Background: an optimization exercise with open tools, aiming at small area and a short achievable clock period. Do not read the settings as production practice.
The RTL was checked by simulation tests, not by an equivalence proof against the original design.

File: flow/design.v
module recip_rom(input [9:0] m, output [9:0] r);
localparam [10239:0] TBL = 10240'h1004020080300c0401005014060180701c08020090240a0280b02c0c0300d0340e0380f03c1004011044120481304c14050150541605c1706018064190681a06c1b0701c0741d0781e07c1f08021084220882308c240902509426098270a0280a4290a82a0ac2b0b02c0b42d0b82f0bc300c0310c4320c8330d0340d4350d8360dc370e0390e43a0e83b0ec3c0f03d0f83e0fc3f10040104411084310c44110451144611c4712048124491284b12c4c1304d1384e13c4f14050144521485314c54154551585615c57160591645a1685b1705c1745d1785f17c60180611886218c631906519466198671a0681a4691a86b1ac6c1b06d1b86e1bc701c0711c4721cc731d0741d4761d8771e0781e4791e87b1ec7c1f47d1f87f1fc80200812088220c84210852188621c87220892248a22c8b2308d2348e23c8f240902449224893250942549625897260982649a2689b2709c2749e2789f280a0284a2288a3290a4294a6298a72a0a82a4aa2a8ab2b0ad2b4ae2bcaf2c0b12c4b22ccb32d0b52d4b62dcb82e0b92e8ba2ecbc2f0bd2f8bf2fcc0304c1308c330cc4314c6318c7320c8324ca32ccb330cd338ce33cd0340d1348d334cd4354d5358d7360d8364da36cdb370dd378de37ce0384e1388e3390e4394e639ce73a0e93a8ea3acec3b4ed3b8ef3c0f03c4f23ccf33d0f53d8f73dcf83e4fa3e8fb3f0fd3f4fe3fd004050140903411054150641d08421094290b4310c4350e43d104411144913451144551645d18465194691b4711d4751e47d204852248923491254992649d284a52a4ad2b4b12d4b92f4c1304c5324cd344d5364d9374e1394e93b4f13c4f53e4fd4050542509435114551947521495254a52d4c5354e53d5054151549535515555957561585655a56d5c5755e57d60581615896359165599675a1695a96b5ad6c5b56e5bd705c5725cd745d5765dd775e1795e97b5f17d5f97f60181609836118561987621886258a62d8c6358e63d906459264d946559665d986659a66d9c6759e67da0685a268da4695a669da86a5aa6adac6b5ae6bdb06c5b26cdb46d5b66ddb86e5ba6edbc6f5be6fdc0705c270dc4715c671dc9729cb731cd739cf741d1749d3751d5759d7761d976ddc775de77de0785e278de4795e67a1e97a9eb7b1ed7b9ef7c1f17c9f47d5f67ddf87e5fa7edfd7f9ff8020180a038120681e088260a82e0c83a0f8421184a138521685e188661a86e1d87a1f8822188a248962689e288a62b8b22d8ba2f8c6328ce348d6378e2398ea3c8f63e8fe4090a439124591e489264a92e4d93a4f9425294e54956579625996a5c9765e9826198a639966699e689aa6b9b26e9be709ca739d2759de789e67b9f27d9fe80a0683a1285a1e88a268ba328da3e90a4693a5295a5e98a669ba729da7ea0a8aa3a92a6a9ea9aaaabab6aeabeb1acab4ad6b6ae2b9aeebcafabfb02c2b0ec5b1ac8b26cab32cdb3ed0b4ad3b56d6b62d9b6adcb76dfb82e2b8ee5b9ae8ba6ebbb2eebbef1bcaf4bd6f7be2fabeefdbfb00c0703c1706c2309c2f0cc3b0fc4713c5316c5f19c6b1cc7b1fc8722c9325c9f29cab2ccb72fcc732cd336cdf39ceb3ccfb3fd0743d1346d2349d2f4dd3b50d4b53d5757d635ad735dd7f61d8f64d9b68da76bdb76fdc372dd375ddf79def7cdfb80e0b83e1787e278be338ee4392e5395e5f99e6f9de7ba0e8ba4e9ba7ea7abeb7afec7b3ed3b6ee3baef3bef03c1f0fc5f1fc9f2fcdf3fd1f4fd4f5bd8f6bdcf7be0f8be4f9be8fabecfbbf0fcbf4fdbf8febfcff800;
assign r = TBL[m*10 +: 10];
endmodule
module half_sigmoid(
input rstn,
input clk,
input in_valid,
input [15:0] a,
output out_valid,
output [15:0] c
);
localparam DROWS = 3;               
localparam DSTG  = (12 + DROWS - 1) / DROWS;
localparam LAT   = 7 + DSTG;        
reg [LAT:0] vpipe;
always @(posedge clk)
  if (!rstn) vpipe <= 0;
  else       vpipe <= {vpipe[LAT-1:0], in_valid};
assign out_valid = vpipe[LAT];
reg [15:0] a_r;
always @(posedge clk) a_r <= a;
wire        s_a = a_r[15];
wire [4:0]  E_a = a_r[14:10];
wire [10:0] N_a = {1'b1, a_r[9:0]};
wire [21:0] t_a = N_a * 11'd1477;
wire        t21 = t_a[21];
wire [10:0] ym_a = t21 ? t_a[21:11] : t_a[20:10];
wire [4:0]  ey_a = E_a + {4'b0, t21};
reg  [2:0]  code_a;
always @* begin
  if (E_a >= 5'd18)      code_a = s_a ? 3'd5 : 3'd4;
  else if (E_a <= 5'd4)  code_a = (!s_a && E_a == 5'd1 && a_r[9:1] == 9'd0) ? 3'd7 : 3'd6;
  else                   code_a = 3'd0;
end
reg [10:0] ym_1; reg [4:0] ey_1; reg sy_1; reg [2:0] code_1;
always @(posedge clk) begin
  ym_1 <= ym_a; ey_1 <= ey_a; sy_1 <= ~s_a; code_1 <= code_a;
end
wire        big_b = ey_1 >= 5'd14;
wire [2:0]  ysh_b = ey_1[2:0] - 3'd6;           
wire [14:0] Y_b   = {4'b0, ym_1} << ysh_b;
wire [3:0]  ip_b  = Y_b[14:11] + {3'b0, Y_b[10]};
wire [10:0] Fa_b  = Y_b[10] ? (11'd0 - Y_b[10:0]) : Y_b[10:0];
wire        Fz_b  = (Y_b[10:0] == 11'd0);
reg  [3:0]  lz_b;
integer ib;
always @* begin
  lz_b = 4'd11;
  for (ib = 0; ib < 11; ib = ib + 1)
    if (Fa_b[ib]) lz_b = 4'd10 - ib[3:0];
end
wire [10:0] Fn_b = Fa_b << lz_b;
wire [10:0] fm_b = big_b ? Fn_b : ym_1;
wire [4:0]  fe_b = big_b ? (5'd14 - {1'b0, lz_b}) : ey_1;
wire        fs_b = big_b ? (sy_1 ^ Y_b[10]) : sy_1;
wire        fz_b = big_b & Fz_b;
wire [4:0]  ipv_b = big_b ? (sy_1 ? (5'd0 - {1'b0, ip_b}) : {1'b0, ip_b}) : 5'd0;
reg [10:0] fm_2; reg [4:0] fe_2; reg fs_2, fz_2; reg [4:0] ipv_2; reg [2:0] code_2;
always @(posedge clk) begin
  fm_2 <= fm_b; fe_2 <= fe_b; fs_2 <= fs_b; fz_2 <= fz_b; ipv_2 <= ipv_b; code_2 <= code_1;
end
wire [14:0] fmag_c = {fe_2, fm_2[9:0]};
wire [2:0] j_c = (fmag_c >= 15'h3320) + (fmag_c >= 15'h350a) + (fmag_c >= 15'h362c) +
                 (fmag_c >= 15'h3720) + (fmag_c >= 15'h37f7);
wire [3:0] k_c = (fmag_c >= 15'h3032) + (fmag_c >= 15'h31ee) + (fmag_c >= 15'h3343) +
                 (fmag_c >= 15'h3432) + (fmag_c >= 15'h34b0) + (fmag_c >= 15'h3523) +
                 (fmag_c >= 15'h358c) + (fmag_c >= 15'h35ee) + (fmag_c >= 15'h364a) +
                 (fmag_c >= 15'h36a1) + (fmag_c >= 15'h36f4) + (fmag_c >= 15'h3743) +
                 (fmag_c >= 15'h378f) + (fmag_c >= 15'h37d8);
wire [21:0] tp_c = fm_2 * (11'd1513 + {8'b0, j_c});
wire        tp21 = tp_c[21];
wire [10:0] mp_c = tp21 ? tp_c[21:11] : tp_c[20:10];
wire [4:0]  ep_c = fe_2 + 5'd10 + {4'b0, tp21};
reg [10:0] mp_3; reg [4:0] ep_3; reg [3:0] k_3; reg fs_3, fz_3; reg [4:0] ipv_3; reg [2:0] code_3;
always @(posedge clk) begin
  mp_3 <= mp_c; ep_3 <= ep_c; k_3 <= k_c; fs_3 <= fs_2; fz_3 <= fz_2; ipv_3 <= ipv_2; code_3 <= code_2;
end
wire [4:0]  epe_d = (ep_3 < 5'd16) ? 5'd16 : ep_3;
wire [3:0]  sh_d  = 5'd25 - epe_d;               
wire [10:0] pint_d = mp_3 >> sh_d;
wire [10:0] msk_d  = ~(11'h7ff << sh_d);
wire        stk_d  = |(mp_3 & msk_d);
wire [12:0] q3_d   = {(11'd1092 + {7'b0, k_3}), 2'b00};
wire [12:0] n_d    = fs_3 ? (q3_d + {2'b0, pint_d}) : (q3_d - {2'b0, pint_d} - {12'b0, stk_d});
wire        e27_d  = n_d[12];
wire [10:0] Mq_d   = e27_d ? n_d[12:2] : n_d[11:1];
reg [10:0] drem [0:DSTG];
reg [10:0] dden [0:DSTG];
reg [11:0] dq   [0:DSTG];
reg [4:0]  dep  [0:DSTG];
reg        de27 [0:DSTG];
reg        dfs  [0:DSTG];
reg        dfz  [0:DSTG];
reg [4:0]  dipv [0:DSTG];
reg [2:0]  dcode[0:DSTG];
always @(posedge clk) begin
  drem[0] <= mp_3; dden[0] <= Mq_d; dq[0] <= 12'd0; dep[0] <= ep_3; de27[0] <= e27_d;
  dfs[0] <= fs_3; dfz[0] <= fz_3; dipv[0] <= ipv_3; dcode[0] <= code_3;
end
genvar gs;
generate for (gs = 0; gs < DSTG; gs = gs + 1) begin : dstage
  reg [10:0] rem_o; reg [11:0] q_o;
  reg [11:0] r2; reg [12:0] df;
  integer rr, bit_i;
  always @* begin
    rem_o = drem[gs]; q_o = dq[gs];
    for (rr = 0; rr < DROWS; rr = rr + 1) begin
      bit_i = 11 - (gs*DROWS + rr);
      if (bit_i >= 0) begin
        if (bit_i == 11) r2 = {1'b0, rem_o};
        else             r2 = {rem_o, 1'b0};
        df = {1'b0, r2} - {2'b0, dden[gs]};
        if (!df[12]) begin q_o[bit_i] = 1'b1; rem_o = df[10:0]; end
        else         begin q_o[bit_i] = 1'b0; rem_o = r2[10:0]; end
      end
    end
  end
  always @(posedge clk) begin
    drem[gs+1] <= rem_o; dq[gs+1] <= q_o; dden[gs+1] <= dden[gs];
    dep[gs+1] <= dep[gs]; de27[gs+1] <= de27[gs]; dfs[gs+1] <= dfs[gs];
    dfz[gs+1] <= dfz[gs]; dipv[gs+1] <= dipv[gs]; dcode[gs+1] <= dcode[gs];
  end
end endgenerate
wire [11:0] q12_f = dq[DSTG];
wire [4:0]  ep_f  = dep[DSTG];
wire        bq_f  = q12_f[11];
wire [10:0] dm_f  = bq_f ? q12_f[11:1] : q12_f[10:0];
wire [4:0]  ed_f  = ep_f - 5'd11 - {4'b0, de27[DSTG]} - {4'b0, ~bq_f};
wire [3:0]  sr_f  = 5'd14 - ed_f;                
wire [3:0]  k2_f  = 5'd13 - ed_f;                
wire [10:0] dpos_f = dm_f >> sr_f;
wire [10:0] dneg_f = dm_f >> k2_f;
wire        dstk_f = |(dm_f & ~(11'h7ff << k2_f));
wire [11:0] X_f = dfz[DSTG] ? 12'd2048 :
                  (!dfs[DSTG] ? (12'd2048 + {dpos_f, 1'b0}) :
                                (12'd2048 - {1'b0, dneg_f} - {11'b0, dstk_f}));
reg [11:0] X_6; reg [4:0] ipv_6; reg [2:0] code_6;
always @(posedge clk) begin
  X_6 <= X_f; ipv_6 <= dipv[DSTG]; code_6 <= dcode[DSTG];
end
wire        ipneg_g = ipv_6[4];
wire        ipz_g   = (ipv_6 == 5'd0);
wire [4:0]  nsh_g   = 5'd1 - ipv_6;              
wire [11:0] Xs_g    = X_6 >> nsh_g;
wire [3:0]  psh_g   = 4'd12 - ipv_6[3:0];        
wire [13:0] S_g     = {1'b0, X_6, 1'b0} + (14'd1 << psh_g);
reg  [9:0]  p1m_g; reg [4:0] ep1_g;
always @* begin
  if (ipneg_g || ipz_g) begin
    if (ipz_g && X_6[11]) begin p1m_g = {1'b0, X_6[10:2]}; ep1_g = 5'd16; end
    else                  begin p1m_g = Xs_g[9:0];         ep1_g = 5'd15; end
  end else begin
    if (S_g[13])      begin p1m_g = S_g[12:3]; ep1_g = ipv_6 + 5'd16; end
    else if (S_g[12]) begin p1m_g = S_g[11:2]; ep1_g = ipv_6 + 5'd15; end
    else              begin p1m_g = S_g[10:1]; ep1_g = ipv_6 + 5'd14; end
  end
end
reg [9:0] p1m_7; reg [4:0] ep1_7; reg [2:0] code_7;
always @(posedge clk) begin
  p1m_7 <= p1m_g; ep1_7 <= ep1_g; code_7 <= code_6;
end
wire [9:0] rcp_h;
recip_rom u_rom(.m(p1m_7), .r(rcp_h));
wire [4:0] ce_h = (p1m_7 == 10'd0) ? (5'd30 - ep1_7) : (5'd29 - ep1_7);
reg [15:0] c_h;
always @* begin
  case (code_7)
    3'd4:    c_h = 16'h3c00;
    3'd5:    c_h = 16'h0d81;
    3'd6:    c_h = 16'h3800;
    3'd7:    c_h = 16'hf801;
    default: c_h = {1'b0, ce_h, rcp_h};
  endcase
end
reg [15:0] c_r;
always @(posedge clk) c_r <= c_h;
assign c = c_r;
endmodule
File: flow/constraint.sdc
create_clock -name core_clock -period 9.5 [get_ports {clk}]
set_input_delay 1.9000 -clock core_clock [delete_from_list [all_inputs] [get_ports {clk}]]
set_output_delay 1.9000 -clock core_clock [all_outputs]
set_load 0.01 [all_outputs]
File: flow/run.sh
#!/bin/bash
# synth_recipe.tcl (not shown) runs the flow's synth.tcl, then flattens the netlist and writes it again
# the make line also repeats each setting of config.mk as NAME=value (left out here)
make -C /OpenROAD-flow-scripts/flow DESIGN_CONFIG=/design/flow/config.mk WORK_HOME=/design/flow/orfs CLKGATE_MAP_FILE= SYNTH_SCRIPT=/design/flow/synth_recipe.tcl finish
File: flow/config.mk
export PLATFORM = sky130hd
export DESIGN_NAME = half_sigmoid
export DESIGN_NICKNAME = half_sigmoid
export VERILOG_FILES = /design/flow/design.v
export SDC_FILE = /design/flow/constraint.sdc
export NUM_CORES = 8
export LEC_CHECK = 0
export CAP_MARGIN = 20
export CORE_MARGIN = 2
export CORE_UTILIZATION = 40
export SLEW_MARGIN = 20
==> impl_metrics.toml <==
[cells_and_area]
finish.utilization = 0.439
multiInputGateArea_um2 = 22700
nets = 4374
layout-drive-gt1-share = 0.0761
final_cell_count_no_fill = 4942
seq_area_um2 = 7040
fillers = 7857
syn2layout_area_growth_pct = 8.67
num_antenna_cells = 0
design_area_um2 = 34700

[setup_path]
cpPeakStageDelay_ns = 0.67
critical_path_arrival_ns = 9.35
crit_path_max_fanout = 11
required_ns = 10.00
cp-end-kind = "register"
reg2reg_from = "fm_2[6]"
worst_r2r_path_depth = 39
crit_path_start_kind = "register"
crit_top_cell = "inv_1"
worstReg2RegEnd = "ep_3[4]"
startpoint = "fm_2[6]"
critical_path_class = "register to register"
slowest_stage = "fa_2"
ff2ff_setup_slack_ns = 0.65
cp-endpoint = "ep_3[4]"

[synth]
ys_warn_count = 10
synthArstFlopShare = 0
synth_ff_type = "dfxtp_1"
ys_seq_area_frac = 0.220
synth_area_leader_cell = "dfxtp_1"
synth_area_per_cell_um2 = 8.13
syn_area_um2 = 31900
synth-edff-count = 0
synth.distinct_cells = 97
synthTopCellsByArea = "dfxtp_1, ha_1, fa_1"
synth_top_area_frac = 0.220
synthCells = 3921
synth_nets = 4437
ys_ff_latch = 351

[place]
dpl.hpwl_um = 63700
place_area_um2 = 33100
portBuffers = 35
place.gp.congestion = 0.948
place_inst = 4862
place_worst_setup_slack_ns = 0.548

[floorplan]
fp.dieW_um = 286
die-area_um2 = 82000
coreArea_um2 = 79000
rows = 103
num_io_pins = 36
start_util = 0.404
die_y_um = 286

[timing]
period_share = 0.931
slew-limit-headroom = 0.267
fin_setup_tns_ns = 0
max_freq_ghz = 0.113
rsz0062_at_grt = "false"
finClkSkew_ns = 0.0242
setup_slack_ns = 0.652
slew_viol_final = 0
hold_viol = 0
tightest_slew_ns = 1.09
period_minus_slack_ns = 8.85
whs_ns = 0.309
setup_violations = 0

[drt]
wl_per_cell_um = 17.2
drtIter0Drc = 2555
drtPass1Iterations = 8
drc = 0
num_vias = 27700
antenna_left = 0
wirelength_um = 84800
detail_route.vias_per_cell = 5.61

[clock_tree]
numCtsBuffers = 44
cts_sinks = 351
ctsHtreeMaxLevel = 2
tritoncts = "done"
clk_pin_slew_ns = 0.06
postCtsHoldBufs = 0
clock_latency_ns = 0.59
cts_root_buffer = "clkbuf_16"
ctsLongestPathBuffers = 3
cts_setup_buffers = 0

[run_status]
outcome = "timing/DRC/antenna clean"

[grt]
track_usage = 0.206
antenna_found_initial = 0
overflow = 0
grt_pass1_wl_um = 140000
grt_pass1_vias = 26700
grt_max_degree = 82

[min_path]
min_path_cells = 0
hold_class = "register to register"

[run]
maxCapViolations = 0
==> cells in the mapped netlist, types with 15 or more instances <==
cell type,instances
fa_1,102
o211ai_1,39
o21ai_0,302
dfxtp_1,351
a21boi_0,28
mux2i_1,82
nor2_1,340
a31oi_1,35
nand4_1,16
mux4_2,27
buf_1,33
nand3_1,59
o22ai_1,20
o31ai_1,27
or3_1,15
mux2_2,94
a21o_1,55
nor3_1,93
o21a_1,50
xor2_1,49
nand2_1,320
a221oi_1,18
and3_1,19
nand2b_1,38
a21oi_1,282
and2_1,64
nor2b_1,58
a211oi_1,43
ha_1,395
clkbuf_1,140
o21bai_1,20
inv_1,362
a311oi_1,23
xnor2_1,90
==> critical path: cells and delay by family (launching register included) <==
kind / cells / cell delay, ns
adder cells (fa/ha/maj): 13 / 4.56
AO/OA/AOI/OAI: 11 / 2.20
buffers and inverters: 10 / 0.89
flip-flops: 1 / 0.40
AND/OR/NAND/NOR: 3 / 0.38
XOR/XNOR: 2 / 0.32
==> cell type report <==
class / count / share of cell area
inverter: 371 / 0.0402
tap: 1050 / 0.0379
sequential: 351 / 0.203
clock buffer: 50 / 0.0339
timing repair buffer: 79 / 0.0196
multi-input combinational: 3011 / 0.655
clock inverter: 30 / 0.00993
==> how the worst min path moves through the flow <==
stage                start          end  slack [ns]
3_3_place_gp       de27[3]      de27[4]        0.31
6_report            dfs[3]       dfs[4]        0.31
5_1_grt          dep[1][0]    dep[2][0]        0.33
4_1_cts         dipv[4][0]     ipv_6[0]        0.32
3_5_place_dp   dcode[1][0]  dcode[2][0]        0.31
2_1_floorplan    code_1[0]    code_2[0]        0.31
==> layout by cell type, fill, tap and decap left out, types with 58 or more instances in the layout <==
cell type,netlist,final
a21oi_1,282,282
and2_1,64,64
dfxtp_1,351,346
fa_1,102,101
ha_1,395,395
inv_1,362,362
mux2_2,94,94
mux2i_1,82,82
nand2_1,320,320
nand3_1,59,59
nor2_1,340,340
nor2b_1,58,58
nor3_1,93,93
o21ai_0,302,302
xnor2_1,90,89
==> sequential cells by signal (all words and copies together) (netlist names), 5 cells and up <==
register  cells
fe_2          5
a_r          16
ipv_2         5
dipv         25
ipv_3         5
ipv_6         5
ep1_7         5
dfz           5
dden         44
p1m_7        10
ep_3          5
de27          5
mp_3         11
dep          20
dfs           5
X_6          12
vpipe        12
dcode        15
ey_1          5
fm_2         11
c_r          16
dq           30
ym_1         11
drem         44
==> layer usage <==
layer | wire (um) | global-route usage | part of all wire | up-vias
met5 | 0 | 0 | 0 | -
met4 | 2360 | 0.0637 | 0.028 | 0
met3 | 5830 | 0.0340 | 0.069 | 184
met2 | 37100 | 0.320 | 0.44 | 921
met1 | 39500 | 0.290 | 0.47 | 12900
li1 | - | - | - | 13700
==> cells by family after synthesis <==
group / count (synthesis) / share of synthesized area
multiplexers: 208 / 0.0809
buffers and inverters: 559 / 0.0681
AO/OA/AOI/OAI: 1100 / 0.220
XOR/XNOR: 139 / 0.0382
AND/OR/NAND/NOR: 1065 / 0.153
flip-flops: 351 / 0.220
adder cells (fa/ha/maj): 498 / 0.219
other: 1 / 0.000118
==> repair_timing <==
item                                   CTS  global route
setup endpoints to repair                0             1
resized for setup                        0             2
endpoints found under the hold margin    0             0

-- port drivers added, routing unchanged --
Ports are ideal in the flow. The routed layout listed here was re-timed in OpenROAD.
Step 1: set_driving_cell puts a clkbuf_16 on clk and a buf_2 on each other input, an assumption about the parent block.
Step 2, shift: input delay + t, output delay - t, t = (earliest + latest rising clock arrival at the registers) / 2. This alone moves slack from input paths to output paths.
Three values: ideal ports, drivers, drivers and shift; two values: the first two.
t, ns: 0.637
slack for setup (ns): 0.652 / 0.652 / 0.652
worst register clock-pin slew, ns: 0.06 / 0.06
worst slew at a driven data input, ns: 0.04
cell pins on the clock port's net: 1
After both steps this run still meets setup and hold. For this run, drivers alone change the setup slack by 0.000 ns; drivers and shift together by 0.000 ns.
